This design comes from an exercise in tuning for small area, a short achievable clock period and few clock cycles on the open sky130 flow, not from production work. In this exercise RTL edits were held to simulation tests only and were not proved equivalent to the original. Power and IR drop assume default switching activity.

**config.mk**
```make
export PLATFORM = sky130hd
export DESIGN_NAME = ARS_des
export DESIGN_NICKNAME = ARS_des
export VERILOG_FILES = /design/flow/design.v
export SDC_FILE = /design/flow/constraint.sdc
export NUM_CORES = 4
export LEC_CHECK = 0
export ABC_AREA = 1
export CAP_MARGIN = 20
export CORE_MARGIN = 2
export CORE_UTILIZATION = 40
export SETUP_SLACK_MARGIN = 3.6
export SLEW_MARGIN = 20
```
**constraint.sdc**
```tcl
create_clock -name core_clock -period 6.0 [get_ports {clk}]
set_input_delay 1.2000 -clock core_clock [delete_from_list [all_inputs] [get_ports {clk}]]
set_output_delay 1.2000 -clock core_clock [all_outputs]
set_load 0.01 [all_outputs]
```
**design.v**
```verilog
module ARS_des(clk,reset,key,din,flag,dout,ready);
input [64:1] din;
input [64:1] key;
input clk,reset;
input flag;
output [64:1] dout;
output ready;
function [64:1]	IP;
input	[64:1]	IPin;
begin
IP=	 {IPin[58],IPin[50],IPin[42],IPin[34],IPin[26],IPin[18],IPin[10],IPin[2],
      IPin[60],IPin[52],IPin[44],IPin[36],IPin[28],IPin[20],IPin[12],IPin[4],
      IPin[62],IPin[54],IPin[46],IPin[38],IPin[30],IPin[22],IPin[14],IPin[6],
      IPin[64],IPin[56],IPin[48],IPin[40],IPin[32],IPin[24],IPin[16],IPin[8],
      IPin[57],IPin[49],IPin[41],IPin[33],IPin[25],IPin[17],IPin[9],IPin[1],
      IPin[59],IPin[51],IPin[43],IPin[35],IPin[27],IPin[19],IPin[11],IPin[3],
      IPin[61],IPin[53],IPin[45],IPin[37],IPin[29],IPin[21],IPin[13],IPin[5],
      IPin[63],IPin[55],IPin[47],IPin[39],IPin[31],IPin[23],IPin[15],IPin[7]};
end
endfunction
function [64:1] IVIP;
input    [64:1]  IP_1in;
begin
IVIP = {IP_1in[40],IP_1in[8],IP_1in[48],IP_1in[16],IP_1in[56],IP_1in[24],IP_1in[64],IP_1in[32],
        IP_1in[39],IP_1in[7],IP_1in[47],IP_1in[15],IP_1in[55],IP_1in[23],IP_1in[63],IP_1in[31],
        IP_1in[38],IP_1in[6],IP_1in[46],IP_1in[14],IP_1in[54],IP_1in[22],IP_1in[62],IP_1in[30],
        IP_1in[37],IP_1in[5],IP_1in[45],IP_1in[13],IP_1in[53],IP_1in[21],IP_1in[61],IP_1in[29],
        IP_1in[36],IP_1in[4],IP_1in[44],IP_1in[12],IP_1in[52],IP_1in[20],IP_1in[60],IP_1in[28],
        IP_1in[35],IP_1in[3],IP_1in[43],IP_1in[11],IP_1in[51],IP_1in[19],IP_1in[59],IP_1in[27],
        IP_1in[34],IP_1in[2],IP_1in[42],IP_1in[10],IP_1in[50],IP_1in[18],IP_1in[58],IP_1in[26],
        IP_1in[33],IP_1in[1],IP_1in[41],IP_1in[9],IP_1in[49],IP_1in[17],IP_1in[57],IP_1in[25]};
end
endfunction
reg [64:1] data;      
reg [1:56] cd;        
reg [3:0] cnt;        
reg mode;             
reg ready;
reg busy;             
reg sh1;              
wire [48:1] ksub = {cd[14], cd[17], cd[11], cd[24], cd[1], cd[5], cd[3], cd[28], cd[15], cd[6], cd[21], cd[10], cd[23], cd[19], cd[12], cd[4], cd[26], cd[8], cd[16], cd[7], cd[27], cd[20], cd[13], cd[2], cd[41], cd[52], cd[31], cd[37], cd[47], cd[55], cd[30], cd[40], cd[51], cd[45], cd[33], cd[48], cd[44], cd[49], cd[39], cd[56], cd[34], cd[53], cd[46], cd[42], cd[50], cd[36], cd[29], cd[32]};
wire [32:1] rl, rr;
ARS_ENDEcrp c1 (.OUTR(rr), .OUTL(rl), .INR(data[32:1]), .INL(data[64:33]), .K_sub(ksub));
wire ld_dec = ~reset & flag;
wire ld_enc = ~reset & ~flag;
wire ro_l1 = reset & ~mode & sh1;
wire ro_l2 = reset & ~mode & ~sh1;
wire ro_r1 = reset & mode & sh1;
wire ro_r2 = reset & mode & ~sh1;
always @(posedge clk)
  cd <= ({56{ld_dec}} & {key[8], key[16], key[24], key[32], key[40], key[48], key[56], key[64], key[7], key[15], key[23], key[31], key[39], key[47], key[55], key[63], key[6], key[14], key[22], key[30], key[38], key[46], key[54], key[62], key[5], key[13], key[21], key[29], key[2], key[10], key[18], key[26], key[34], key[42], key[50], key[58], key[3], key[11], key[19], key[27], key[35], key[43], key[51], key[59], key[4], key[12], key[20], key[28], key[36], key[44], key[52], key[60], key[37], key[45], key[53], key[61]}) | ({56{ld_enc}} & {key[16], key[24], key[32], key[40], key[48], key[56], key[64], key[7], key[15], key[23], key[31], key[39], key[47], key[55], key[63], key[6], key[14], key[22], key[30], key[38], key[46], key[54], key[62], key[5], key[13], key[21], key[29], key[8], key[10], key[18], key[26], key[34], key[42], key[50], key[58], key[3], key[11], key[19], key[27], key[35], key[43], key[51], key[59], key[4], key[12], key[20], key[28], key[36], key[44], key[52], key[60], key[37], key[45], key[53], key[61], key[2]}) |
        ({56{ro_l1}} & {cd[2], cd[3], cd[4], cd[5], cd[6], cd[7], cd[8], cd[9], cd[10], cd[11], cd[12], cd[13], cd[14], cd[15], cd[16], cd[17], cd[18], cd[19], cd[20], cd[21], cd[22], cd[23], cd[24], cd[25], cd[26], cd[27], cd[28], cd[1], cd[30], cd[31], cd[32], cd[33], cd[34], cd[35], cd[36], cd[37], cd[38], cd[39], cd[40], cd[41], cd[42], cd[43], cd[44], cd[45], cd[46], cd[47], cd[48], cd[49], cd[50], cd[51], cd[52], cd[53], cd[54], cd[55], cd[56], cd[29]}) | ({56{ro_l2}} & {cd[3], cd[4], cd[5], cd[6], cd[7], cd[8], cd[9], cd[10], cd[11], cd[12], cd[13], cd[14], cd[15], cd[16], cd[17], cd[18], cd[19], cd[20], cd[21], cd[22], cd[23], cd[24], cd[25], cd[26], cd[27], cd[28], cd[1], cd[2], cd[31], cd[32], cd[33], cd[34], cd[35], cd[36], cd[37], cd[38], cd[39], cd[40], cd[41], cd[42], cd[43], cd[44], cd[45], cd[46], cd[47], cd[48], cd[49], cd[50], cd[51], cd[52], cd[53], cd[54], cd[55], cd[56], cd[29], cd[30]}) |
        ({56{ro_r1}} & {cd[28], cd[1], cd[2], cd[3], cd[4], cd[5], cd[6], cd[7], cd[8], cd[9], cd[10], cd[11], cd[12], cd[13], cd[14], cd[15], cd[16], cd[17], cd[18], cd[19], cd[20], cd[21], cd[22], cd[23], cd[24], cd[25], cd[26], cd[27], cd[56], cd[29], cd[30], cd[31], cd[32], cd[33], cd[34], cd[35], cd[36], cd[37], cd[38], cd[39], cd[40], cd[41], cd[42], cd[43], cd[44], cd[45], cd[46], cd[47], cd[48], cd[49], cd[50], cd[51], cd[52], cd[53], cd[54], cd[55]}) | ({56{ro_r2}} & {cd[27], cd[28], cd[1], cd[2], cd[3], cd[4], cd[5], cd[6], cd[7], cd[8], cd[9], cd[10], cd[11], cd[12], cd[13], cd[14], cd[15], cd[16], cd[17], cd[18], cd[19], cd[20], cd[21], cd[22], cd[23], cd[24], cd[25], cd[26], cd[55], cd[56], cd[29], cd[30], cd[31], cd[32], cd[33], cd[34], cd[35], cd[36], cd[37], cd[38], cd[39], cd[40], cd[41], cd[42], cd[43], cd[44], cd[45], cd[46], cd[47], cd[48], cd[49], cd[50], cd[51], cd[52], cd[53], cd[54]});
always @(posedge clk) begin
  if (reset == 1'b0) begin
    data  <= IP(din);
    mode  <= flag;
    cnt   <= 4'd0;
    ready <= 1'b0;
    busy  <= 1'b1;
    sh1   <= 1'b1;
  end else begin
    if (busy) data <= {rl, rr};
    cnt <= cnt + 4'd1;
    sh1 <= (cnt == 4'd6) | (cnt == 4'd13);
    if (cnt == 4'd15) begin
      ready <= 1'b1;
      busy  <= 1'b0;
    end
  end
end
assign dout = IVIP({data[32:1], data[64:33]});
endmodule
module ARS_ENDEcrp(OUTR, OUTL, INR, INL, K_sub);
output	[32:1]	OUTR, OUTL;
input	[32:1]	INR, INL;
input	[48:1]	K_sub;
wire	[48:1] E;
wire	[48:1] X;
wire	[48:1] S;
assign E[48:1] = {	INR[32], INR[1], INR[2], INR[3], INR[4], INR[5], INR[4], INR[5],
			INR[6], INR[7], INR[8], INR[9], INR[8], INR[9], INR[10], INR[11],
			INR[12], INR[13], INR[12], INR[13], INR[14], INR[15], INR[16],
			INR[17], INR[16], INR[17], INR[18], INR[19], INR[20], INR[21],
			INR[20], INR[21], INR[22], INR[23], INR[24], INR[25], INR[24],
			INR[25], INR[26], INR[27], INR[28], INR[29], INR[28], INR[29],
			INR[30], INR[31], INR[32], INR[1]};
assign X = E ^ K_sub;
ARS_sbox1 u0( .addr(X[06:01]), .dout(S[04:01]) );
ARS_sbox2 u1( .addr(X[12:07]), .dout(S[08:05]) );
ARS_sbox3 u2( .addr(X[18:13]), .dout(S[12:09]) );
ARS_sbox4 u3( .addr(X[24:19]), .dout(S[16:13]) );
ARS_sbox5 u4( .addr(X[30:25]), .dout(S[20:17]) );
ARS_sbox6 u5( .addr(X[36:31]), .dout(S[24:21]) );
ARS_sbox7 u6( .addr(X[42:37]), .dout(S[28:25]) );
ARS_sbox8 u7( .addr(X[48:43]), .dout(S[32:29]) );
assign OUTR = {	S[16], S[7], S[20], S[21], S[29], S[12], S[28],
			S[17], S[1], S[15], S[23], S[26], S[5], S[18],
			S[31], S[10], S[2], S[8], S[24], S[14], S[32],
			S[27], S[3], S[9], S[19], S[13], S[30], S[6],
			S[22], S[11], S[4], S[25]}^ INL;
assign OUTL = INR;
endmodule
module ARS_sbox1(addr, dout);
input	[6:1] addr;
output	[4:1] dout;
reg	[4:1] dout;
always @(addr) begin
    case ({addr[6],addr[1], addr[5:2]})	
         0:  dout =  14;
         1:  dout =   4;
         2:  dout =  13;
         3:  dout =   1;
         4:  dout =   2;
         5:  dout =  15;
         6:  dout =  11;
         7:  dout =   8;
         8:  dout =   3;
         9:  dout =  10;
        10:  dout =   6;
        11:  dout =  12;
        12:  dout =   5;
        13:  dout =   9;
        14:  dout =   0;
        15:  dout =   7;
        16:  dout =   0;
        17:  dout =  15;
        18:  dout =   7;
        19:  dout =   4;
        20:  dout =  14;
        21:  dout =   2;
        22:  dout =  13;
        23:  dout =   1;
        24:  dout =  10;
        25:  dout =   6;
        26:  dout =  12;
        27:  dout =  11;
        28:  dout =   9;
        29:  dout =   5;
        30:  dout =   3;
        31:  dout =   8;
        32:  dout =   4;
        33:  dout =   1;
        34:  dout =  14;
        35:  dout =   8;
        36:  dout =  13;
        37:  dout =   6;
        38:  dout =   2;
        39:  dout =  11;
        40:  dout =  15;
        41:  dout =  12;
        42:  dout =   9;
        43:  dout =   7;
        44:  dout =   3;
        45:  dout =  10;
        46:  dout =   5;
        47:  dout =   0;
        48:  dout =  15;
        49:  dout =  12;
        50:  dout =   8;
        51:  dout =   2;
        52:  dout =   4;
        53:  dout =   9;
        54:  dout =   1;
        55:  dout =   7;
        56:  dout =   5;
        57:  dout =  11;
        58:  dout =   3;
        59:  dout =  14;
        60:  dout =  10;
        61:  dout =   0;
        62:  dout =   6;
        63:  dout =  13;
    endcase
    end
endmodule
module ARS_sbox2(addr, dout);
input	[6:1] addr;
output	[4:1] dout;
reg	[4:1] dout;
always @(addr) begin
    case ({addr[6],addr[1], addr[5:2]})
         0:  dout = 15;
         1:  dout =  1;
         2:  dout =  8;
         3:  dout = 14;
         4:  dout =  6;
         5:  dout = 11;
         6:  dout =  3;
         7:  dout =  4;
         8:  dout =  9;
         9:  dout =  7;
        10:  dout =  2;
        11:  dout = 13;
        12:  dout = 12;
        13:  dout =  0;
        14:  dout =  5;
        15:  dout = 10;
        16:  dout =  3;
        17:  dout = 13;
        18:  dout =  4;
        19:  dout =  7;
        20:  dout = 15;
        21:  dout =  2;
        22:  dout =  8;
        23:  dout = 14;
        24:  dout = 12;
        25:  dout =  0;
        26:  dout =  1;
        27:  dout = 10;
        28:  dout =  6;
        29:  dout =  9;
        30:  dout = 11;
        31:  dout =  5;
        32:  dout =  0;
        33:  dout = 14;
        34:  dout =  7;
        35:  dout = 11;
        36:  dout = 10;
        37:  dout =  4;
        38:  dout = 13;
        39:  dout =  1;
        40:  dout =  5;
        41:  dout =  8;
        42:  dout = 12;
        43:  dout =  6;
        44:  dout =  9;
        45:  dout =  3;
        46:  dout =  2;
        47:  dout = 15;
        48:  dout = 13;
        49:  dout =  8;
        50:  dout = 10;
        51:  dout =  1;
        52:  dout =  3;
        53:  dout = 15;
        54:  dout =  4;
        55:  dout =  2;
        56:  dout = 11;
        57:  dout =  6;
        58:  dout =  7;
        59:  dout = 12;
        60:  dout =  0;
        61:  dout =  5;
        62:  dout = 14;
        63:  dout =  9;
    endcase
    end
endmodule
module ARS_sbox3(addr, dout);
input	[6:1] addr;
output	[4:1] dout;
reg	[4:1] dout;
always @(addr) begin
    case ({addr[6],addr[1], addr[5:2]})
         0:  dout = 10;
         1:  dout =  0;
         2:  dout =  9;
         3:  dout = 14;
         4:  dout =  6;
         5:  dout =  3;
         6:  dout = 15;
         7:  dout =  5;
         8:  dout =  1;
         9:  dout = 13;
        10:  dout = 12;
        11:  dout =  7;
        12:  dout = 11;
        13:  dout =  4;
        14:  dout =  2;
        15:  dout =  8;
        16:  dout = 13;
        17:  dout =  7;
        18:  dout =  0;
        19:  dout =  9;
        20:  dout =  3;
        21:  dout =  4;
        22:  dout =  6;
        23:  dout = 10;
        24:  dout =  2;
        25:  dout =  8;
        26:  dout =  5;
        27:  dout = 14;
        28:  dout = 12;
        29:  dout = 11;
        30:  dout = 15;
        31:  dout =  1;
        32:  dout = 13;
        33:  dout =  6;
        34:  dout =  4;
        35:  dout =  9;
        36:  dout =  8;
        37:  dout = 15;
        38:  dout =  3;
        39:  dout =  0;
        40:  dout = 11;
        41:  dout =  1;
        42:  dout =  2;
        43:  dout = 12;
        44:  dout =  5;
        45:  dout = 10;
        46:  dout = 14;
        47:  dout =  7;
        48:  dout =  1;
        49:  dout = 10;
        50:  dout = 13;
        51:  dout =  0;
        52:  dout =  6;
        53:  dout =  9;
        54:  dout =  8;
        55:  dout =  7;
        56:  dout =  4;
        57:  dout = 15;
        58:  dout = 14;
        59:  dout =  3;
        60:  dout = 11;
        61:  dout =  5;
        62:  dout =  2;
        63:  dout = 12;
    endcase
    end
endmodule
module ARS_sbox4(addr, dout);
input	[6:1] addr;
output	[4:1] dout;
reg	[4:1] dout;
always @(addr) begin
    case ({addr[6],addr[1], addr[5:2]})
         0:  dout =  7;
         1:  dout = 13;
         2:  dout = 14;
         3:  dout =  3;
         4:  dout =  0;
         5:  dout =  6;
         6:  dout =  9;
         7:  dout = 10;
         8:  dout =  1;
         9:  dout =  2;
        10:  dout =  8;
        11:  dout =  5;
        12:  dout = 11;
        13:  dout = 12;
        14:  dout =  4;
        15:  dout = 15;
        16:  dout = 13;
        17:  dout =  8;
        18:  dout = 11;
        19:  dout =  5;
        20:  dout =  6;
        21:  dout = 15;
        22:  dout =  0;
        23:  dout =  3;
        24:  dout =  4;
        25:  dout =  7;
        26:  dout =  2;
        27:  dout = 12;
        28:  dout =  1;
        29:  dout = 10;
        30:  dout = 14;
        31:  dout =  9;
        32:  dout = 10;
        33:  dout =  6;
        34:  dout =  9;
        35:  dout =  0;
        36:  dout = 12;
        37:  dout = 11;
        38:  dout =  7;
        39:  dout = 13;
        40:  dout = 15;
        41:  dout =  1;
        42:  dout =  3;
        43:  dout = 14;
        44:  dout =  5;
        45:  dout =  2;
        46:  dout =  8;
        47:  dout =  4;
        48:  dout =  3;
        49:  dout = 15;
        50:  dout =  0;
        51:  dout =  6;
        52:  dout = 10;
        53:  dout =  1;
        54:  dout = 13;
        55:  dout =  8;
        56:  dout =  9;
        57:  dout =  4;
        58:  dout =  5;
        59:  dout = 11;
        60:  dout = 12;
        61:  dout =  7;
        62:  dout =  2;
        63:  dout = 14;
    endcase
    end
endmodule
module ARS_sbox5(addr, dout);
input	[6:1] addr;
output	[4:1] dout;
reg	[4:1] dout;
always @(addr) begin
    case ({addr[6],addr[1], addr[5:2]})	
         0:  dout =  2;
         1:  dout = 12;
         2:  dout =  4;
         3:  dout =  1;
         4:  dout =  7;
         5:  dout = 10;
         6:  dout = 11;
         7:  dout =  6;
         8:  dout =  8;
         9:  dout =  5;
        10:  dout =  3;
        11:  dout = 15;
        12:  dout = 13;
        13:  dout =  0;
        14:  dout = 14;
        15:  dout =  9;
        16:  dout = 14;
        17:  dout = 11;
        18:  dout =  2;
        19:  dout = 12;
        20:  dout =  4;
        21:  dout =  7;
        22:  dout = 13;
        23:  dout =  1;
        24:  dout =  5;
        25:  dout =  0;
        26:  dout = 15;
        27:  dout = 10;
        28:  dout =  3;
        29:  dout =  9;
        30:  dout =  8;
        31:  dout =  6;
        32:  dout =  4;
        33:  dout =  2;
        34:  dout =  1;
        35:  dout = 11;
        36:  dout = 10;
        37:  dout = 13;
        38:  dout =  7;
        39:  dout =  8;
        40:  dout = 15;
        41:  dout =  9;
        42:  dout = 12;
        43:  dout =  5;
        44:  dout =  6;
        45:  dout =  3;
        46:  dout =  0;
        47:  dout = 14;
        48:  dout = 11;
        49:  dout =  8;
        50:  dout = 12;
        51:  dout =  7;
        52:  dout =  1;
        53:  dout = 14;
        54:  dout =  2;
        55:  dout = 13;
        56:  dout =  6;
        57:  dout = 15;
        58:  dout =  0;
        59:  dout =  9;
        60:  dout = 10;
        61:  dout =  4;
        62:  dout =  5;
        63:  dout =  3;
    endcase
    end
endmodule
module ARS_sbox6(addr, dout);
input	[6:1] addr;
output	[4:1] dout;
reg	[4:1] dout;
always @(addr) begin
    case ({addr[6],addr[1], addr[5:2]})	
         0:  dout = 12;
         1:  dout =  1;
         2:  dout = 10;
         3:  dout = 15;
         4:  dout =  9;
         5:  dout =  2;
         6:  dout =  6;
         7:  dout =  8;
         8:  dout =  0;
         9:  dout = 13;
        10:  dout =  3;
        11:  dout =  4;
        12:  dout = 14;
        13:  dout =  7;
        14:  dout =  5;
        15:  dout = 11;
        16:  dout = 10;
        17:  dout = 15;
        18:  dout =  4;
        19:  dout =  2;
        20:  dout =  7;
        21:  dout = 12;
        22:  dout =  9;
        23:  dout =  5;
        24:  dout =  6;
        25:  dout =  1;
        26:  dout = 13;
        27:  dout = 14;
        28:  dout =  0;
        29:  dout = 11;
        30:  dout =  3;
        31:  dout =  8;
        32:  dout =  9;
        33:  dout = 14;
        34:  dout = 15;
        35:  dout =  5;
        36:  dout =  2;
        37:  dout =  8;
        38:  dout = 12;
        39:  dout =  3;
        40:  dout =  7;
        41:  dout =  0;
        42:  dout =  4;
        43:  dout = 10;
        44:  dout =  1;
        45:  dout = 13;
        46:  dout = 11;
        47:  dout =  6;
        48:  dout =  4;
        49:  dout =  3;
        50:  dout =  2;
        51:  dout = 12;
        52:  dout =  9;
        53:  dout =  5;
        54:  dout = 15;
        55:  dout = 10;
        56:  dout = 11;
        57:  dout = 14;
        58:  dout =  1;
        59:  dout =  7;
        60:  dout =  6;
        61:  dout =  0;
        62:  dout =  8;
        63:  dout = 13;
    endcase
    end
endmodule
module ARS_sbox7(addr, dout);
input	[6:1] addr;
output	[4:1] dout;
reg	[4:1] dout;
always @(addr) begin
    case ({addr[6],addr[1], addr[5:2]})	
         0:  dout =  4;
         1:  dout = 11;
         2:  dout =  2;
         3:  dout = 14;
         4:  dout = 15;
         5:  dout =  0;
         6:  dout =  8;
         7:  dout = 13;
         8:  dout =  3;
         9:  dout = 12;
        10:  dout =  9;
        11:  dout =  7;
        12:  dout =  5;
        13:  dout = 10;
        14:  dout =  6;
        15:  dout =  1;
        16:  dout = 13;
        17:  dout =  0;
        18:  dout = 11;
        19:  dout =  7;
        20:  dout =  4;
        21:  dout =  9;
        22:  dout =  1;
        23:  dout = 10;
        24:  dout = 14;
        25:  dout =  3;
        26:  dout =  5;
        27:  dout = 12;
        28:  dout =  2;
        29:  dout = 15;
        30:  dout =  8;
        31:  dout =  6;
        32:  dout =  1;
        33:  dout =  4;
        34:  dout = 11;
        35:  dout = 13;
        36:  dout = 12;
        37:  dout =  3;
        38:  dout =  7;
        39:  dout = 14;
        40:  dout = 10;
        41:  dout = 15;
        42:  dout =  6;
        43:  dout =  8;
        44:  dout =  0;
        45:  dout =  5;
        46:  dout =  9;
        47:  dout =  2;
        48:  dout =  6;
        49:  dout = 11;
        50:  dout = 13;
        51:  dout =  8;
        52:  dout =  1;
        53:  dout =  4;
        54:  dout = 10;
        55:  dout =  7;
        56:  dout =  9;
        57:  dout =  5;
        58:  dout =  0;
        59:  dout = 15;
        60:  dout = 14;
        61:  dout =  2;
        62:  dout =  3;
        63:  dout = 12;
    endcase
    end
endmodule
module ARS_sbox8(addr, dout);
input	[6:1] addr;
output	[4:1] dout;
reg	[4:1] dout;
always @(addr) begin
    case ({addr[6],addr[1], addr[5:2]})	
         0:  dout = 13;
         1:  dout =  2;
         2:  dout =  8;
         3:  dout =  4;
         4:  dout =  6;
         5:  dout = 15;
         6:  dout = 11;
         7:  dout =  1;
         8:  dout = 10;
         9:  dout =  9;
        10:  dout =  3;
        11:  dout = 14;
        12:  dout =  5;
        13:  dout =  0;
        14:  dout = 12;
        15:  dout =  7;
        16:  dout =  1;
        17:  dout = 15;
        18:  dout = 13;
        19:  dout =  8;
        20:  dout = 10;
        21:  dout =  3;
        22:  dout =  7;
        23:  dout =  4;
        24:  dout = 12;
        25:  dout =  5;
        26:  dout =  6;
        27:  dout = 11;
        28:  dout =  0;
        29:  dout = 14;
        30:  dout =  9;
        31:  dout =  2;
        32:  dout =  7;
        33:  dout = 11;
        34:  dout =  4;
        35:  dout =  1;
        36:  dout =  9;
        37:  dout = 12;
        38:  dout = 14;
        39:  dout =  2;
        40:  dout =  0;
        41:  dout =  6;
        42:  dout = 10;
        43:  dout = 13;
        44:  dout = 15;
        45:  dout =  3;
        46:  dout =  5;
        47:  dout =  8;
        48:  dout =  2;
        49:  dout =  1;
        50:  dout = 14;
        51:  dout =  7;
        52:  dout =  4;
        53:  dout = 10;
        54:  dout =  8;
        55:  dout = 13;
        56:  dout = 15;
        57:  dout = 12;
        58:  dout =  9;
        59:  dout =  0;
        60:  dout =  3;
        61:  dout =  5;
        62:  dout =  6;
        63:  dout = 11;
    endcase
    end
endmodule
```
**flow/run.sh**
```bash
#!/bin/bash
# Own layout flow: the standard ORFS layout with two changes.
#  1. Synthesis skips ORFS's full-adder extraction (ADDER_MAP_FILE empty), which otherwise turns
#     the XORs of the round function into half-adder cells that ABC cannot optimise. Flip-flop
#     mapping is unchanged, so the registers, their names and cell types are the standard ones.
#  2. Ports are buffered with sky130_fd_sc_hd__buf_1 instead of the default buffer cell.
# Each make run's full output goes to its own log file in this folder.
set -euo pipefail
work=$(pwd)
bash standard.sh synth ADDER_MAP_FILE= > "$work/synth.log" 2>&1
bash standard.sh finish BUFFER_PORTS_ARGS="-buffer_cell sky130_fd_sc_hd__buf_1" > "$work/layout.log" 2>&1
test -f "$work/out/final.def"
```
**standard.sh**
```bash
#!/bin/bash
# synth_recipe.tcl (not shown) runs the flow's synth.tcl, then flattens the netlist and writes it again
# the make line also repeats each setting of config.mk as NAME=value (left out here)
make -C /OpenROAD-flow-scripts/flow DESIGN_CONFIG=/design/flow/config.mk WORK_HOME=/design/flow/orfs CLKGATE_MAP_FILE= SYNTH_SCRIPT=/design/flow/synth_recipe.tcl "${@:-finish}"
```
==> reports/results.ini, run 1 <==
[status]
run_status = finished clean

[cts]
number_of_sinks_handled_by_clock_tree_synthesis = 128
root_buffer = sky130_fd_sc_hd__clkbuf_16
worst_path_clk_slew_ps = 70
cts_tree = done
clock_insertion_delay_at_the_later_pin_of_the_skew_report_ps = 440
htreeDepth = 4
tritoncts.num_buffers = 17
cts.path.max_buffers = 2

[timing]
post-route-min-period_ps = 2420
setup_tns_ps = 0
setup_viol = 0
finClkSkew_ps = 10.24
finalHoldViolCount = 0
max_freq_mhz = 413.3
grt_setup_unrepaired = yes
final_max_slew_viol_count = 0
timing.final.crit_share = 0.4033
max_slew.worst_pin.slew_ps = 670.9
maxSlewHeadroom = 0.5495

[yosys]
yosys_most_used_dff = sky130_fd_sc_hd__edfxtp_1
yosys.area.top_type_share = 0.2214
synth-edff-count = 65
synth_area_sq_um = 10480
async_set_reset_flop_share_out_of_synthesis = 0
synth_top_family_by_area = simple AND/OR/NAND/NOR gates
synth.yosys.seq_area_share = 0.3066
netlist_instances = 1651
synthSimpleGateAreaFrac = 0.3988
ys_types = 37
cell_accounting_for_the_most_synthesized_area = sky130_fd_sc_hd__nand2_1
synth_xor_area_frac = 0.05194
compound_gate_fraction_of_synth_area = 0.1543
synth_nets = 1782
yosysMostFrequentCell = sky130_fd_sc_hd__nand2_1
netlist_top_cells_area = sky130_fd_sc_hd__nand2_1 (22%), sky130_fd_sc_hd__edfxtp_1 (19%), sky130_fd_sc_hd__nand3_1 (14%)
ys_ff_latch = 128
yosys-top-cells-count = sky130_fd_sc_hd__nand2_1 (618), sky130_fd_sc_hd__nand3_1 (290), sky130_fd_sc_hd__inv_1 (164)
synthesis.yosys.warnings = 9
muxShareOfSynthArea = 0
synth_adder_area_share = 0
syn_avg_cell_area_sq_um = 6.347

[pwr]
power.share.clock = 0.133
share_of_power_burned_in_registers = 0.200
p_comb_frac = 0.667
static-leakage-power_uw = 0.006092
power_per_cell_area_nw_per_um2 = 602.5
p_sw_frac = 0.5310
intPower_uw = 3688
switching_power_uw = 4176
vdd.ir_drop.worst_mv = 0.2696

[placement]
number_of_instances_in_the_placed_design = 2120
finalWeightedCongestion = 0.9532
place.detailed.hpwl_um = 27930
io_buffers = 187

[finish]
drive_above_1_share = 0.09486
finalNetCount = 2005
layout-area-overhead-vs-synth_pct = 24.57
final-instance-count-excl-fill = 2222
insertedDiodeCount = 0

[route]
vias_per_cell = 5.658
top_signal_layer_used = met4
final_antenna_net_count = 0
m1WireLength_um = 17940
wl_met2_um = 17660
drt_pass1_iterations = 6
wl_um = 40440
route.detailed.drc = 0
routedWlPerCell_um = 18.20
drt_iter0_markers = 1324
routed-wl-met3_um = 3990
detailroute.via_count = 12570

[setup_path]
path_max_fanout = 3
critical_path.n_buffers_inverters = 1
start_kind = register
rr_worst_depth = 11
path_depth = 1
critPathRequiredTime_ps = 4800
cp_top_family = flip-flops
timing.critical_path.slowest_cell_delay_ps = 580
r2r_setup_slack_ps = 3700
path_cells = buf_1
cp.arrival_ps = 1220
criticalPathCategory = reg2out
timing.critical_path.slowest_stage_cell = sky130_fd_sc_hd__edfxtp_1
end_kind = primary output

[global_route]
first_global_vias = 10950
grt_start_max_net_pins = 79
grt_remaining_overflow = 0
grt_first_pass_wirelength_um = 61290
antenna_found_initial = 0
grtUsageTotal = 0.2789

[job]
max_cap_viol_count = 0

[min_path]
min-delay-path-class = reg2reg
min_delay_path_depth = 1

[floorplan]
chipWidth_um = 165.9
num_rows = 59
design.die.area_sq_um = 27510
floorplan.die.height_um = 165.9
pin_count = 196
core-area_sq_um = 25910
effective_utilization_at_floorplan = 0.4044

[kinds of logic (layout without fill, tap and decap cells)]
| logic type | after synthesis | after routing |
|---|---|---|
| AO/OA/AOI/OAI | 245 | 245 |
| XOR/XNOR | 51 | 51 |
| buffers and inverters | 236 | 472 |
| flip-flops | 128 | 128 |
| AND/OR/NAND/NOR | 991 | 991 |
[power by group through the flow]
stage | Combinational [uW] | Clock, uW | Sequential [uW]
detailed placement | 4540 | 0 | 1700
finish | 5250 | 1040 | 1570
floorplan | 3460 | 0 | 1540
global route | 5890 | 1090 | 1600
CTS | 4880 | 1050 | 1590
global placement | 4540 | 0 | 1700
[final timing paths]
check,from,end
max,data[10],dout[14]
min reg2reg,cnt[0],cnt[0]
max reg2reg,data[9],data[14]
min,cnt[0],cnt[0]
[registers in the layout, indices dropped and copies added (netlist names)]
signal and cells:
cd 56, ready 1, busy 1, cnt 4, data 64, sh1 1, mode 1
[area by class of cell]
class | instances | area [sq um]
clock buffer | 21 | 483.0
tap | 335 | 419.2
timing repair buffer | 270 | 1531
fill | 2714 | 12860
clock inverter | 11 | 93.84
inverter | 169 | 670.6
multi-input combinational | 1287 | 6634
sequential | 128 | 3214
timing repair inverter | 1 | 7.507
[repair_timing]
item,CTS,global route
endpoints found under the setup margin,161,61
cloned,4,4
buffers inserted,30,32
gates resized for setup,35,34
pin swaps,1,5
hold buffers,0,0
hold endpoints to repair,0,0
[cell usage in the layout (no fill, tap or decap), types with 13 or more instances in the layout]
cell type,instances
sky130_fd_sc_hd__nand3_1,290
sky130_fd_sc_hd__xnor2_1,16
sky130_fd_sc_hd__edfxtp_1,65
sky130_fd_sc_hd__a221oi_1,34
sky130_fd_sc_hd__dfxtp_1,62
sky130_fd_sc_hd__clkbuf_16,22
sky130_fd_sc_hd__o211ai_1,23
sky130_fd_sc_hd__a22oi_1,25
sky130_fd_sc_hd__o22ai_1,40
sky130_fd_sc_hd__nor2_1,53
sky130_fd_sc_hd__inv_1,155
sky130_fd_sc_hd__o21ai_0,49
sky130_fd_sc_hd__buf_4,66
sky130_fd_sc_hd__nand2_1,612
sky130_fd_sc_hd__a21oi_1,47
sky130_fd_sc_hd__buf_1,185
sky130_fd_sc_hd__xnor2_2,13
[metal layers]
| metal | GRT usage | vias to the layer above |
|---|---|---|
| met5 | 0 | - |
| met4 | 0.06314 | 0 |
| met3 | 0.04838 | 51 |
| met2 | 0.4267 | 667 |
| met1 | 0.4105 | 5798 |
| li1 | - | 6055 |
[stage by stage]
| step | power, uW | worst slack (ps) | instance area (sq um) | util | hold WS, ps |
|---|---|---|---|---|---|
| 2_1_floorplan | 5003 | 3597 | 10510 | - | 433.7 |
| 4_1_cts | 7523 | 3574 | 12560 | 0.4847 | 470.4 |
| 6_report | 7865 | 3580 | 13050 | 0.5038 | 468.2 |
| 3_5_place_dp | 6232 | 2193 | 11450 | 0.4419 | 454.4 |
| 5_1_grt | 8573 | 3549 | 13050 | 0.5038 | 492.5 |
| 3_3_place_gp | 6242 | 2246 | 11450 | 0.4419 | 448.5 |
Testbench counts, summed over its fixed seeds: cycles 13,056.
==> inputs of run 2 (changes only) <==
--- a/config.mk
+++ b/config.mk
@@ -11,2 +11,3 @@
 export CORE_UTILIZATION = 40
+export CTS_BUF_LIST = sky130_fd_sc_hd__clkbuf_4 sky130_fd_sc_hd__clkbuf_8
 export SETUP_SLACK_MARGIN = 3.6
==> run 2 against run 1 <==
- still clean
- via count down 0.57%
- critical path depth unchanged
- final cell count down 0.18%
- power down 2.0%
- sequential power about the same
- utilization down 0.56 points
- global-route usage down 0.17 points
- hold slack better by 6.7 ps
- design area down 1.1%
- clock skew up 9.1 ps
- non-clock buffer count down 4
- largest cell class unchanged
==> reports/results.ini, run 2 <==
[finish]
final-instance-count-excl-fill = 2218  ; -0.18%
layout-area-overhead-vs-synth_pct = 23.19
final_common_cell = sky130_fd_sc_hd__nand2_1
finalNetCount = 2001  ; -0.20%
drive_above_1_share = 0.09719  ; +0.002326
finalInstanceArea_sq_um = 12910  ; -1.1%
largest_register_ff_count = 64  ; unchanged
mostFrequentLayoutCells = sky130_fd_sc_hd__nand2_1 (610), sky130_fd_sc_hd__nand3_1 (290), sky130_fd_sc_hd__buf_1 (183)
biggestRegsByFlops = data x64, cd x56, cnt x4
largest_register = data
insertedDiodeCount = 0  ; unchanged
n_fill_cell = 2705  ; -0.33%

[floorplan]
pin_count = 196  ; unchanged
floorplan.die.height_um = 165.9  ; unchanged
effective_utilization_at_floorplan = 0.4044  ; unchanged
design.die.area_sq_um = 27510  ; unchanged
chipWidth_um = 165.9  ; unchanged
core-area_sq_um = 25910  ; unchanged
num_rows = 59  ; unchanged

[global_route]
antenna_found_initial = 0  ; unchanged
grt_start_max_net_pins = 79  ; unchanged
first_global_vias = 10930  ; -0.18%
grt_first_pass_wirelength_um = 61040  ; -0.40%
grtUsageTotal = 0.2772  ; -0.001680
grt_remaining_overflow = 0  ; unchanged

[timing]
finClkSkew_ps = 19.31  ; +9.073 ps
finalHoldViolCount = 0  ; unchanged
setup_tns_ps = 0  ; unchanged
timing.final.crit_share = 0.4108  ; +0.007537
post-route-min-period_ps = 2465  ; +45.22 ps
max_freq_mhz = 405.7  ; -1.8%
max_slew.worst_pin.slew_ps = 724.5  ; +53.63 ps
final_max_slew_viol_count = 0  ; unchanged
setup_viol = 0  ; unchanged
maxSlewHeadroom = 0.5135  ; -0.03601
fin_ws_ps = 3535  ; -45.22 ps
grt_setup_unrepaired = yes

[pwr]
power_per_cell_area_nw_per_um2 = 597.0  ; -0.90%
vdd.ir_drop.worst_mv = 0.2944  ; +9.2%
fin_total_pwr_uw = 7707  ; -2.0%
static-leakage-power_uw = 0.006002  ; -1.5%

[cts]
holdBufCountCts = 0  ; unchanged
clock_insertion_delay_at_the_later_pin_of_the_skew_report_ps = 480  ; +40 ps
worst_path_clk_slew_ps = 90  ; +20 ps
cts.path.max_buffers = 2  ; unchanged
root_buffer = sky130_fd_sc_hd__clkbuf_8
htreeDepth = 4  ; unchanged
cts_tree = done
tritoncts.num_buffers = 17  ; unchanged
number_of_sinks_handled_by_clock_tree_synthesis = 128  ; unchanged

[placement]
io_buffers = 187  ; unchanged
number_of_instances_in_the_placed_design = 2120  ; unchanged
placement_setup_slack_ps = 2193  ; unchanged
place.detailed.hpwl_um = 27930  ; unchanged
post_dp_cell_area_sq_um = 11450  ; unchanged
finalWeightedCongestion = 0.9532  ; unchanged

[route]
drt_pass1_iterations = 6  ; unchanged
final_antenna_net_count = 0  ; unchanged
detailroute.via_count = 12500  ; -0.57%
routedWlPerCell_um = 18.04  ; -0.84%
vias_per_cell = 5.635  ; -0.39%
wl_um = 40020  ; -1.0%
route.detailed.drc = 0  ; unchanged
drt_iter0_markers = 1405  ; +6.1%

[setup_path]
timing.critical_path.slowest_cell_delay_ps = 580  ; about the same
start_kind = register
criticalPathCategory = reg2out
path_cells = clkbuf_2
critical_path.n_buffers_inverters = 1  ; unchanged
path_max_fanout = 2  ; -1
cp.arrival_ps = 1260  ; +40 ps
end_kind = primary output
cp_top_family = flip-flops
timing.critical_path.slowest_stage_cell = sky130_fd_sc_hd__edfxtp_1
critPathRequiredTime_ps = 4800  ; about the same

[job]
max_cap_viol_count = 0  ; unchanged

[yosys]
synthesis.yosys.warnings = 9  ; unchanged
async_set_reset_flop_share_out_of_synthesis = 0  ; unchanged
yosys.area.top_type_share = 0.2214  ; unchanged
syn_avg_cell_area_sq_um = 6.347  ; unchanged
netlist_instances = 1651  ; unchanged
yosysMostFrequentCell = sky130_fd_sc_hd__nand2_1
synth_nets = 1782  ; unchanged
netlist_top_cells_area = sky130_fd_sc_hd__nand2_1 (22%), sky130_fd_sc_hd__edfxtp_1 (19%), sky130_fd_sc_hd__nand3_1 (14%)
cell_accounting_for_the_most_synthesized_area = sky130_fd_sc_hd__nand2_1
yosys_most_used_dff = sky130_fd_sc_hd__edfxtp_1
ys_ff_latch = 128  ; unchanged
synth.yosys.seq_area_share = 0.3066  ; unchanged
ys_types = 37  ; unchanged
synth-edff-count = 65  ; unchanged
yosys-top-cells-count = sky130_fd_sc_hd__nand2_1 (618), sky130_fd_sc_hd__nand3_1 (290), sky130_fd_sc_hd__inv_1 (164)
synth_area_sq_um = 10480  ; unchanged

[status]
run_status = finished clean

[min_path]
min-delay-path-class = reg2reg

[run 2: repair_timing]
item                       in CTS  in global routing
gates cloned                    3                  3
gates resized for setup        32                 54
setup endpoints to repair     139                 77
buffers inserted               29                 31
pin swaps                       1                  5
[run 2: stage by stage]
stage               hold WS, ps  utilization
floorplan                 433.7            -
global placement          448.5       0.4419
detailed placement        454.4       0.4419
CTS                       475.6       0.4766
global route              498.3       0.4982
finish                    474.9       0.4982
[run 2: where the power goes]
part | internal, uW | leakage, uW | switching [uW]
Combinational | 1940 | 0.00457 | 3390
Clock | 387 | 0.000199 | 423
Sequential | 1210 | 0.00123 | 355
Total | 3540 | 0.00600 | 4170
[run 2: worst paths after layout]
path              startpoint  cells past startpoint       end  slack, ps
hold reg to reg       cnt[0]                      1    cnt[0]        470
hold / removal        cnt[0]                      1    cnt[0]        470
setup / recovery     data[1]                      1   dout[8]       3540
setup reg to reg     data[1]                     11  data[28]       3660
[run 2: final cells by class]
cell class	count	area, sq um	area share
clock buffers	19	249.0	0.01929
clock inverters	13	153.9	0.01192
inverters	169	674.4	0.05224
multi-input cells	1287	6685	0.5179
flip-flops and latches	128	3214	0.2490
well taps	335	419.2	0.03247
repair buffers	266	1505	0.1166
repair inverters	1	7.507	0.0005816
[run 2: routing by layer]
| layer | wire [um] | up-vias | track usage |
|---|---|---|---|
| met5 | 0 | - | 0 |
| met4 | 741 | 0 | 0.06125 |
| met3 | 3521 | 42 | 0.05338 |
| met2 | 17570 | 670 | 0.4279 |
| met1 | 18190 | 5749 | 0.4021 |
| li1 | - | 6038 | - |
[run 2: cells by family after synthesis]
kind of cell    share of synthesized area
compound gates                     0.1543
xor+xnor                          0.05194
buf+inv                           0.08836
flops                              0.3066
simple gates                       0.3988
==> inputs of run 3 (changes only) <==
--- a/config.mk
+++ b/config.mk
@@ -10,3 +10,3 @@
 export CORE_MARGIN = 2
-export CORE_UTILIZATION = 40
+export CORE_UTILIZATION = 52
 export CTS_BUF_LIST = sky130_fd_sc_hd__clkbuf_4 sky130_fd_sc_hd__clkbuf_8
==> run 3 against run 2 <==
- non-clock buffer count fell by 13
- die area down 23%
- register-to-register slack barely moved
- highest routed layer unchanged
==> reports/results.ini, run 3 <==
[timing]
max_freq_mhz = 408.9  ; +0.79%
maxSlewHeadroom = 0.5747  ; +0.06119
grt_setup_unrepaired = yes
setup_tns_ps = 0  ; unchanged
timing.final.crit_share = 0.4076  ; -0.003233
final_max_slew_viol_count = 0  ; unchanged
finalHoldViolCount = 0  ; unchanged
setup_viol = 0  ; unchanged
post-route-min-period_ps = 2446  ; -19.40 ps
max_slew.worst_pin.slew_ps = 633.4  ; -91.13 ps
finClkSkew_ps = 14.22  ; -5.094 ps

[yosys]
yosys_most_used_dff = sky130_fd_sc_hd__edfxtp_1
cell_accounting_for_the_most_synthesized_area = sky130_fd_sc_hd__nand2_1
synth_nets = 1782  ; unchanged
netlist_instances = 1651  ; unchanged
syn_avg_cell_area_sq_um = 6.347  ; unchanged
yosys-top-cells-count = sky130_fd_sc_hd__nand2_1 (618), sky130_fd_sc_hd__nand3_1 (290), sky130_fd_sc_hd__inv_1 (164)
ys_ff_latch = 128  ; unchanged
synth-edff-count = 65  ; unchanged
ys_types = 37  ; unchanged
yosys.area.top_type_share = 0.2214  ; unchanged
netlist_top_cells_area = sky130_fd_sc_hd__nand2_1 (22%), sky130_fd_sc_hd__edfxtp_1 (19%), sky130_fd_sc_hd__nand3_1 (14%)
synth_area_sq_um = 10480  ; unchanged
synth.yosys.seq_area_share = 0.3066  ; unchanged
async_set_reset_flop_share_out_of_synthesis = 0  ; unchanged
synthesis.yosys.warnings = 9  ; unchanged
yosysMostFrequentCell = sky130_fd_sc_hd__nand2_1

[finish]
n_fill_cell = 1863  ; -31%
finalNetCount = 1988  ; -0.65%
layout-area-overhead-vs-synth_pct = 20.66
drive_above_1_share = 0.09144  ; -0.005741
finalCoreUtilization = 0.6454  ; +0.1472
largest_register_ff_count = 64  ; unchanged
mostFrequentLayoutCells = sky130_fd_sc_hd__nand2_1 (609), sky130_fd_sc_hd__nand3_1 (290), sky130_fd_sc_hd__buf_1 (185)
insertedDiodeCount = 0  ; unchanged
largest_register = data
biggestRegsByFlops = data x64, cd x56, cnt x4
final_common_cell = sky130_fd_sc_hd__nand2_1

[global_route]
grtUsageTotal = 0.3376  ; +0.06038
first_global_vias = 10890  ; -0.34%
grt_start_max_net_pins = 79  ; unchanged
antenna_found_initial = 0  ; unchanged
grt_remaining_overflow = 0  ; unchanged
grt_first_pass_wirelength_um = 57650  ; -5.6%

[setup_path]
criticalPathCategory = reg2out
critical_path.n_buffers_inverters = 1  ; unchanged
path_max_fanout = 3  ; +1
cp_top_family = flip-flops
critical_path.reg2reg.endpoint = data[29]
path_cells = buf_1
critPathRequiredTime_ps = 4800  ; about the same
timing.critical_path.slowest_stage_cell = sky130_fd_sc_hd__edfxtp_1
r2r_setup_slack_ps = 3670  ; about the same
rr_worst_depth = 11  ; unchanged
start_kind = register
r2r-start = data[9]
cp.arrival_ps = 1250  ; about the same
end_kind = primary output
timing.critical_path.slowest_cell_delay_ps = 590  ; about the same

[floorplan]
core-area_sq_um = 19590  ; -24%
chipWidth_um = 146.0  ; -12%
design.die.area_sq_um = 21300  ; -23%
num_rows = 51  ; -14%
floorplan.die.height_um = 146.0  ; -12%
effective_utilization_at_floorplan = 0.5349  ; +0.1305
pin_count = 196  ; unchanged

[pwr]
share_of_power_burned_in_registers = 0.210  ; +0.007
p_comb_frac = 0.684  ; -0.008
static-leakage-power_uw = 0.005918  ; -1.4%
power.share.clock = 0.106  ; about the same
switching_power_uw = 4117  ; -1.2%
vdd.ir_drop.worst_mv = 0.2757  ; -6.3%
p_sw_frac = 0.5436  ; +0.002887
intPower_uw = 3456  ; -2.4%
power_per_cell_area_nw_per_um2 = 598.9  ; +0.32%

[job]
max_cap_viol_count = 0  ; unchanged

[route]
routedWlPerCell_um = 17.59  ; -2.5%
vias_per_cell = 5.848  ; +3.8%
detailroute.via_count = 12490  ; -0.11%
route.detailed.drc = 0  ; unchanged
final_antenna_net_count = 0  ; unchanged
drt_iter0_markers = 1124  ; -20%
drt_pass1_iterations = 7  ; +1
wl_um = 37560  ; -6.1%

[min_path]
hold-path-endpoint = ready
min-delay-path-class = reg2reg
timing.hold.worst.start = ready
min_delay_path_depth = 2  ; +1

[cts]
holdBufCountCts = 0  ; unchanged
number_of_sinks_handled_by_clock_tree_synthesis = 128  ; unchanged
cts_tree = done
cts.path.max_buffers = 2  ; unchanged
tritoncts.num_buffers = 17  ; unchanged
htreeDepth = 4  ; unchanged
root_buffer = sky130_fd_sc_hd__clkbuf_8
worst_path_clk_slew_ps = 80  ; about the same
clock_insertion_delay_at_the_later_pin_of_the_skew_report_ps = 460  ; -20 ps

[placement]
finalWeightedCongestion = 0.9940  ; +4.3%
place.detailed.hpwl_um = 25830  ; -7.5%
io_buffers = 187  ; unchanged

[status]
run_status = finished clean

run 3: cell count changes in the layout (fill, tap and decap cells not counted), sizes merged:
| cell | previous run | this run |
|---|---|---|
| bufbuf | 2 | 1 |
| clkinvlp | 11 | 9 |
| inv | 163 | 167 |
| buf | 260 | 247 |
| clkbuf | 23 | 22 |
run 3: cell families after synthesis:
family	Yosys count	synth area share
buffers and inverters	236	0.08836
and+or+nand+nor	991	0.3988
DFF	128	0.3066
xor gates and xnor gates	51	0.05194
AOI/OAI and AO/OA	245	0.1543
run 3: layer usage:
metal	share of wire	global-route usage	vias to the layer above
li1	-	-	6016
met1	0.42	0.4947	5715
met2	0.44	0.5031	678
met4	0.027	0.1083	0
met3	0.11	0.06113	76
met5	0	0	-
run 3: cell type report:
type                    count  area [sq um]  share of cell area
multi-input cells        1287          6674              0.5279
inverters                 169         666.9             0.05275
clock inverters            15         175.2             0.01385
well taps                 265         331.6             0.02622
repair inverters            1         7.507           0.0005938
clock buffers              17         234.0             0.01851
repair buffers            253          1340              0.1060
flip-flops and latches    128          3214              0.2542
run 3: metrics by stage:
stage / power (uW) / instance area, sq um / setup WS, ps / hold WS [ps] / instances
after floorplan: 5003 / 10510 / 3597 / 433.7 / 1651
after global placement: 6127 / 11360 / 2740 / 448.8 / 2049
after detailed placement: 6127 / 11360 / 2759 / 459.8 / 2049
after CTS: 7174 / 12170 / 3575 / 478.3 / 2106
after global routing: 8276 / 12640 / 3539 / 521.5 / 2135
final: 7573 / 12640 / 3554 / 470.2 / 2135
run 3: timing repair:
action                                  in CTS  in global routing
gates cloned                                 2                  2
resized for setup                           29                 45
hold endpoints to repair                     0                  0
pin swaps                                    0                  6
buffers inserted                            23                 27
endpoints found under the setup margin      83                 71
run 3: worst max path at each step:
stage | startpoint | to | depth (start not counted)
3_5_place_dp | reset | cd[42] | 11
5_1_grt | data[2] | dout[16] | 1
2_1_floorplan | reset | cd[23] | 7
3_3_place_gp | reset | cd[42] | 11
4_1_cts | data[9] | data[4] | 11
6_report | data[2] | dout[16] | 1
run 3: power by group through the flow:
stage          clock network, uW  registers (uW)  logic [uW]
5_1_grt                      839            1610        5830
6_report                     803            1590        5180
3_5_place_dp                   0            1660        4460
4_1_cts                      807            1560        4800
2_1_floorplan                  0            1540        3460
3_3_place_gp                   0            1660        4460
==> inputs of run 4 (changes only) <==
--- a/config.mk
+++ b/config.mk
@@ -11,3 +11,2 @@
 export CORE_UTILIZATION = 52
-export CTS_BUF_LIST = sky130_fd_sc_hd__clkbuf_4 sky130_fd_sc_hd__clkbuf_8
 export SETUP_SLACK_MARGIN = 3.6
==> run 4 against run 3 <==
- still clean on timing, DRC and antenna
- maximum frequency rose by 0.22%
- global-route usage fell by 0.65 points
- hold slack got worse by 3.4 ps
- clock-buffer cell count rose by 2
- sequential power barely moved
- utilization rose by 0.90 points
- clock power rose by 32%
- synthesized cell count did not move
- critical path depth did not move
- sequential share of layout area fell by 0.35 points
==> reports/results.ini, run 4 <==
[finish]
finalNetCount = 1991  ; +0.15%
finalCoreUtilization = 0.6544  ; +0.009006
drive_above_1_share = 0.08703  ; -0.004418
largest_register = data
insertedDiodeCount = 0  ; unchanged
largest_register_ff_count = 64  ; unchanged
final_common_cell = sky130_fd_sc_hd__nand2_1
biggestRegsByFlops = data x64, cd x56, cnt x4
mostFrequentLayoutCells = sky130_fd_sc_hd__nand2_1 (614), sky130_fd_sc_hd__nand3_1 (290), sky130_fd_sc_hd__buf_1 (185)
layout-area-overhead-vs-synth_pct = 22.34

[yosys]
synth.yosys.seq_area_share = 0.3066  ; unchanged
ys_types = 37  ; unchanged
yosys_most_used_dff = sky130_fd_sc_hd__edfxtp_1
synth_area_sq_um = 10480  ; unchanged
ys_ff_latch = 128  ; unchanged
syn_avg_cell_area_sq_um = 6.347  ; unchanged
async_set_reset_flop_share_out_of_synthesis = 0  ; unchanged
netlist_top_cells_area = sky130_fd_sc_hd__nand2_1 (22%), sky130_fd_sc_hd__edfxtp_1 (19%), sky130_fd_sc_hd__nand3_1 (14%)
synthesis.yosys.warnings = 9  ; unchanged
synth-edff-count = 65  ; unchanged
yosysMostFrequentCell = sky130_fd_sc_hd__nand2_1
yosys.area.top_type_share = 0.2214  ; unchanged
yosys-top-cells-count = sky130_fd_sc_hd__nand2_1 (618), sky130_fd_sc_hd__nand3_1 (290), sky130_fd_sc_hd__inv_1 (164)
synth_nets = 1782  ; unchanged
cell_accounting_for_the_most_synthesized_area = sky130_fd_sc_hd__nand2_1
netlist_instances = 1651  ; unchanged

[route]
wl_um = 37380  ; -0.50%
drt_iter0_markers = 1236  ; +10%
routedWlPerCell_um = 17.48  ; -0.63%
final_antenna_net_count = 0  ; unchanged
route.detailed.drc = 0  ; unchanged
vias_per_cell = 5.828  ; -0.33%
detailroute.via_count = 12460  ; -0.19%
drt_pass1_iterations = 6  ; -1

[setup_path]
path_depth = 1  ; unchanged
end_kind = primary output
criticalPathCategory = reg2out
timing.critical_path.slowest_stage_cell = sky130_fd_sc_hd__edfxtp_1
r2r-start = data[9]
r2r_setup_slack_ps = 3660  ; about the same
start_point_of_the_critical_path = data[1]
path_cells = buf_1
timing.critical_path.slowest_cell_delay_ps = 610  ; +20 ps
cp_top_family = flip-flops
cp.arrival_ps = 1240  ; about the same
rr_worst_depth = 11  ; unchanged
path_max_fanout = 3  ; unchanged
start_kind = register
critical_path.n_buffers_inverters = 1  ; unchanged
critPathRequiredTime_ps = 4800  ; about the same

[pwr]
vdd.ir_drop.worst_mv = 0.2802  ; +1.6%
static-leakage-power_uw = 0.006017  ; +1.7%
fin_total_pwr_uw = 7803  ; +3.0%
power_per_cell_area_nw_per_um2 = 608.7  ; +1.6%

[job]
max_cap_viol_count = 0  ; unchanged

[floorplan]
floorplan.die.height_um = 146.0  ; unchanged
effective_utilization_at_floorplan = 0.5349  ; unchanged
core-area_sq_um = 19590  ; unchanged
num_rows = 51  ; unchanged
design.die.area_sq_um = 21300  ; unchanged
pin_count = 196  ; unchanged
chipWidth_um = 146.0  ; unchanged

[timing]
max_slew.worst_pin.slew_ps = 645.4  ; +12.02 ps
maxSlewHeadroom = 0.5667  ; -0.008070
finClkSkew_ps = 14.05  ; -0.1721 ps
final_max_slew_viol_count = 0  ; unchanged
post-route-min-period_ps = 2440  ; -5.340 ps
setup_tns_ps = 0  ; unchanged
max_freq_mhz = 409.8  ; +0.22%
setup_viol = 0  ; unchanged
finalHoldViolCount = 0  ; unchanged
fin_hold_ws_ps = 466.9  ; -3.376 ps
timing.final.crit_share = 0.4067  ; -0.0008900
grt_setup_unrepaired = yes

[cts]
htreeDepth = 4  ; unchanged
cts_tree = done
root_buffer = sky130_fd_sc_hd__clkbuf_16
clock_insertion_delay_at_the_later_pin_of_the_skew_report_ps = 440  ; -20 ps
worst_path_clk_slew_ps = 70  ; about the same
cts.path.max_buffers = 2  ; unchanged
number_of_sinks_handled_by_clock_tree_synthesis = 128  ; unchanged
tritoncts.num_buffers = 17  ; unchanged

[global_route]
grt_start_max_net_pins = 79  ; unchanged
grt_remaining_overflow = 0  ; unchanged
antenna_found_initial = 0  ; unchanged
first_global_vias = 10870  ; -0.14%
grt_first_pass_wirelength_um = 56700  ; -1.7%
grtUsageTotal = 0.3311  ; -0.006475

[placement]
finalWeightedCongestion = 0.9940  ; unchanged
io_buffers = 187  ; unchanged
place.detailed.hpwl_um = 25830  ; unchanged

[status]
run_status = finished clean

[min_path]
min-delay-path-class = reg2reg
min_delay_path_depth = 2  ; unchanged
timing.hold.worst.start = ready

==> run 4: cell counts after synthesis <==
Identical to the previous run, type by type.
==> run 4: per-layer routing <==
metal,share of wire,global-route usage
met1,0.42,0.4848
met2,0.43,0.4889
met3,0.11,0.06050
met4,0.030,0.1157
met5,0,0
==> run 4: final cells by class <==
class | instances | area [sq um]
Fill cell | 1844 | 6770
Multi-Input combinational cell | 1287 | 6624
Sequential cell | 128 | 3214
Timing Repair Buffer | 256 | 1388
Inverter | 169 | 664.4
Clock buffer | 19 | 475.5
Tap cell | 265 | 331.6
Clock inverter | 13 | 115.1
Timing Repair inverter | 1 | 7.507
==> run 4: logic make-up after synthesis <==
logic type                count (synthesis)  share of synthesized area
DFF                                     128                     0.3066
AOI/OAI and AO/OA                       245                     0.1543
xor gates and xnor gates                 51                    0.05194
and+or+nand+nor                         991                     0.3988
buffers and inverters                   236                    0.08836
==> run 4: metrics by stage <==
stage,worst slack (ps),cell area (sq um),std cells
after floorplan,3597,10510,1651
after global placement,2740,11360,2049
after detailed placement,2759,11360,2049
after CTS,3495,12210,2096
after global routing,3545,12820,2138
final,3560,12820,2138
==> run 4: final timing paths <==
kind                                end
worst max-delay path            dout[8]
worst min-delay path              ready
worst max register to register  data[4]
worst min register to register    ready
==> run 4: timing repair <==
| action | in CTS | in global routing |
|---|---|---|
| pin swaps | 0 | 5 |
| cloned | 1 | 3 |
| hold buffers | 0 | 0 |
| resized for setup | 21 | 44 |
| endpoints found under the setup margin | 83 | 75 |
| setup buffers | 14 | 39 |
==> run 4: where the power goes <==
group	internal [uW]	switching, uW
clock network	593	464
logic	1870	3270
registers	1210	395
==> inputs of run 5 (changes only) <==
--- a/config.mk
+++ b/config.mk
@@ -10,3 +10,5 @@
 export CORE_MARGIN = 2
-export CORE_UTILIZATION = 52
+export CORE_UTILIZATION = 40
+export CTS_CLUSTER_DIAMETER = 300
+export CTS_CLUSTER_SIZE = 64
 export SETUP_SLACK_MARGIN = 3.6
==> run 5 against run 4 <==
- design area increased by 1.8%
- final cell count increased by 3.9%
- still clean
- register-to-register slack improved by 40 ps
- critical path depth unchanged
- combinational power increased by 2%
- worst setup slack improved by 20 ps
- area after synthesis unchanged
==> reports/results.ini, run 5 <==
[status]
run_status = finished clean

[floorplan]
chipWidth_um = 165.9  ; +14%
core-area_sq_um = 25910  ; +32%
design.die.area_sq_um = 27510  ; +29%
pin_count = 196  ; unchanged
floorplan.die.height_um = 165.9  ; +14%
effective_utilization_at_floorplan = 0.4044  ; -0.1305
num_rows = 59  ; +16%

[yosys]
cell_accounting_for_the_most_synthesized_area = sky130_fd_sc_hd__nand2_1
compound_gate_fraction_of_synth_area = 0.1543  ; unchanged
ys_ff_latch = 128  ; unchanged
synthSimpleGateAreaFrac = 0.3988  ; unchanged
synth_top_family_by_area = simple AND/OR/NAND/NOR gates
ys_types = 37  ; unchanged
yosys_most_used_dff = sky130_fd_sc_hd__edfxtp_1
netlist_top_cells_area = sky130_fd_sc_hd__nand2_1 (22%), sky130_fd_sc_hd__edfxtp_1 (19%), sky130_fd_sc_hd__nand3_1 (14%)
netlist_instances = 1651  ; unchanged
yosys-top-cells-count = sky130_fd_sc_hd__nand2_1 (618), sky130_fd_sc_hd__nand3_1 (290), sky130_fd_sc_hd__inv_1 (164)
synthesis.yosys.warnings = 9  ; unchanged
synth_nets = 1782  ; unchanged
syn_avg_cell_area_sq_um = 6.347  ; unchanged
synth-edff-count = 65  ; unchanged
synth_area_sq_um = 10480  ; unchanged
yosysMostFrequentCell = sky130_fd_sc_hd__nand2_1
synth_xor_area_frac = 0.05194  ; unchanged
muxShareOfSynthArea = 0  ; unchanged
synth_adder_area_share = 0  ; unchanged
async_set_reset_flop_share_out_of_synthesis = 0  ; unchanged
synth.yosys.seq_area_share = 0.3066  ; unchanged
yosys.area.top_type_share = 0.2214  ; unchanged

[cts]
clock_insertion_delay_at_the_later_pin_of_the_skew_report_ps = 440  ; about the same
cts.path.max_buffers = 2  ; unchanged
holdBufCountCts = 0  ; unchanged
cts_tree = done
tritoncts.num_buffers = 17  ; unchanged
htreeDepth = 4  ; unchanged
worst_path_clk_slew_ps = 70  ; about the same
root_buffer = sky130_fd_sc_hd__clkbuf_16
number_of_sinks_handled_by_clock_tree_synthesis = 128  ; unchanged

[setup_path]
criticalPathCategory = reg2out
cp_top_family = flip-flops
end_kind = primary output
timing.critical_path.slowest_cell_delay_ps = 580  ; -30 ps
cp.arrival_ps = 1220  ; -20 ps
start_kind = register
timing.critical_path.slowest_stage_cell = sky130_fd_sc_hd__edfxtp_1
path_cells = buf_1
critPathRequiredTime_ps = 4800  ; about the same
critical_path.n_buffers_inverters = 1  ; unchanged
path_max_fanout = 3  ; unchanged

[finish]
drive_above_1_share = 0.09486  ; +0.007833
mostFrequentLayoutCells = sky130_fd_sc_hd__nand2_1 (612), sky130_fd_sc_hd__nand3_1 (290), sky130_fd_sc_hd__buf_1 (185)
largest_register = data
n_fill_cell = 2714  ; +47%
insertedDiodeCount = 0  ; unchanged
multiInputGateArea_sq_um = 6634  ; +0.15%
final_common_cell = sky130_fd_sc_hd__nand2_1
layout-area-overhead-vs-synth_pct = 24.57
biggestRegsByFlops = data x64, cd x56, cnt x4
largest_register_ff_count = 64  ; unchanged
finalNetCount = 2005  ; +0.70%
sequential_cell_area_sq_um = 3214  ; unchanged

[timing]
setup_viol = 0  ; unchanged
max_freq_mhz = 413.3  ; +0.85%
finalHoldViolCount = 0  ; unchanged
finClkSkew_ps = 10.24  ; -3.808 ps
final_max_slew_viol_count = 0  ; unchanged
max_slew.worst_pin.slew_ps = 670.9  ; +25.48 ps
setup_tns_ps = 0  ; unchanged
grt_setup_unrepaired = yes
timing.final.crit_share = 0.4033  ; -0.003413
post-route-min-period_ps = 2420  ; -20.48 ps
fin_hold_ws_ps = 468.2  ; +1.323 ps
maxSlewHeadroom = 0.5495  ; -0.01711

[pwr]
switching_power_uw = 4176  ; +1.1%
static-leakage-power_uw = 0.006092  ; +1.3%
p_comb_frac = 0.667  ; +0.009
share_of_power_burned_in_registers = 0.200  ; -0.006
power.share.clock = 0.133  ; -0.002
p_sw_frac = 0.5310  ; +0.001696
intPower_uw = 3688  ; +0.42%
power_per_cell_area_nw_per_um2 = 602.5  ; -1.0%
vdd.ir_drop.worst_mv = 0.2696  ; -3.8%

[global_route]
grt_remaining_overflow = 0  ; unchanged
antenna_found_initial = 0  ; unchanged
grtUsageTotal = 0.2789  ; -0.05222
gr-max-usage-layer = met2
grt.met2_usage = 0.4267  ; -0.06225
first_global_vias = 10950  ; +0.66%
groute.layer.met3.usage = 0.04838  ; -0.01212
grt_start_max_net_pins = 79  ; unchanged
grt_use_met1 = 0.4105  ; -0.07433
grt_first_pass_wirelength_um = 61290  ; +8.1%

[route]
route.detailed.drc = 0  ; unchanged
drt_pass1_iterations = 6  ; unchanged
routedWlPerCell_um = 18.20  ; +4.1%
detailroute.via_count = 12570  ; +0.88%
final_antenna_net_count = 0  ; unchanged
wl_um = 40440  ; +8.2%
vias_per_cell = 5.658  ; -2.9%
drt_iter0_markers = 1324  ; +7.1%

[placement]
finalWeightedCongestion = 0.9532  ; -4.1%
place.detailed.hpwl_um = 27930  ; +8.2%
io_buffers = 187  ; unchanged

[job]
max_cap_viol_count = 0  ; unchanged

[min_path]
min-delay-path-class = reg2reg

==> run 5: stage by stage <==
step,cell area (sq um),utilization,power (uW),std cells,worst slack (ps)
5_1_grt,13050,0.5038,8573,2222,3549
4_1_cts,12560,0.4847,7523,2186,3574
3_5_place_dp,11450,0.4419,6232,2120,2193
3_3_place_gp,11450,0.4419,6242,2120,2246
2_1_floorplan,10510,-,5003,1651,3597
6_report,13050,0.5038,7865,2222,3580
==> run 5: repair_timing <==
action / in CTS / in global routing
hold endpoints to repair: 0 / 0
resized for setup: 35 / 34
cloned: 4 / 4
setup endpoints to repair: 161 / 61
setup buffers: 30 / 32
pin swaps: 1 / 5
==> run 5: cells by family after synthesis <==
family	after synthesis
simple gates	991
compound gates	245
buf+inv	236
xor+xnor	51
flops	128
==> run 5: worst paths after layout <==
check | start | to | slack (ps) | depth (start not counted)
hold / removal | cnt[0] | cnt[0] | 470 | 1
setup reg to reg | data[9] | data[14] | 3700 | 11
hold reg to reg | cnt[0] | cnt[0] | 470 | 1
setup / recovery | data[10] | dout[14] | 3580 | 1
==> run 5: final cells by class <==
class                   instances  area share
inverters                     169     0.05138
repair inverters                1   0.0005751
clock buffers                  21     0.03700
clock inverters                11    0.007189
well taps                     335     0.03211
flip-flops and latches        128      0.2462
multi-input cells            1287      0.5082
repair buffers                270      0.1173
==> run 5: per-layer routing <==
| metal | wire, um | share of wire | vias up |
|---|---|---|---|
| li1 | - | - | 6055 |
| met1 | 17940 | 0.44 | 5798 |
| met2 | 17660 | 0.44 | 667 |
| met3 | 3990 | 0.099 | 51 |
| met4 | 850 | 0.021 | 0 |
| met5 | 0 | 0 | - |
==> run 5: power by group through the flow <==
stage	clock (uW)	sequential, uW	combinational (uW)
5_1_grt	1090	1600	5890
2_1_floorplan	0	1540	3460
3_3_place_gp	0	1700	4540
6_report	1040	1570	5250
3_5_place_dp	0	1700	4540
4_1_cts	1050	1590	4880

==> what the ideal ports hide <==
The flow's constraints put no driver on any port. The routed layouts listed below were extracted and timed again, unchanged, in two steps. Step 1 (the two cells are an assumption about what drives the block):
set clk [get_ports {clk}]
set_driving_cell -lib_cell sky130_fd_sc_hd__clkbuf_16 $clk
set_driving_cell -lib_cell sky130_fd_sc_hd__buf_2 [delete_from_list [all_inputs] $clk]
Step 2 also shifts input and output timing later by t, the mid clock arrival at the registers, as if the neighbouring blocks saw the same clock. Slacks: ideal ports / drivers / drivers and shift; pairs: ideal ports / drivers.
| run | t, ns | setup slack, ns | worst setup path at the end | latest minus earliest clock arrival (ns) | worst data-port slew with drivers (ns) |
|---|---|---|---|---|---|
| run 1 | 0.478 | 3.580 / 3.534 / 3.197 | input to register | 0.011 / 0.011 | 0.05 |
| run 2 | 0.516 | 3.535 / 3.492 / 3.201 | input to register | 0.019 / 0.020 | 0.05 |
| run 3 | 0.501 | 3.554 / 3.509 / 3.081 | input to register | 0.015 / 0.016 | 0.08 |
| run 4 | 0.479 | 3.560 / 3.510 / 3.144 | input to register | 0.014 / 0.015 | 0.09 |
| run 5 | 0.478 | 3.580 / 3.534 / 3.197 | input to register | 0.011 / 0.011 | 0.05 |
After both steps every run listed still meets setup and hold. The setup slack of run 3, which loses most, moves by -0.045 ns with the drivers and by -0.473 ns with both steps.
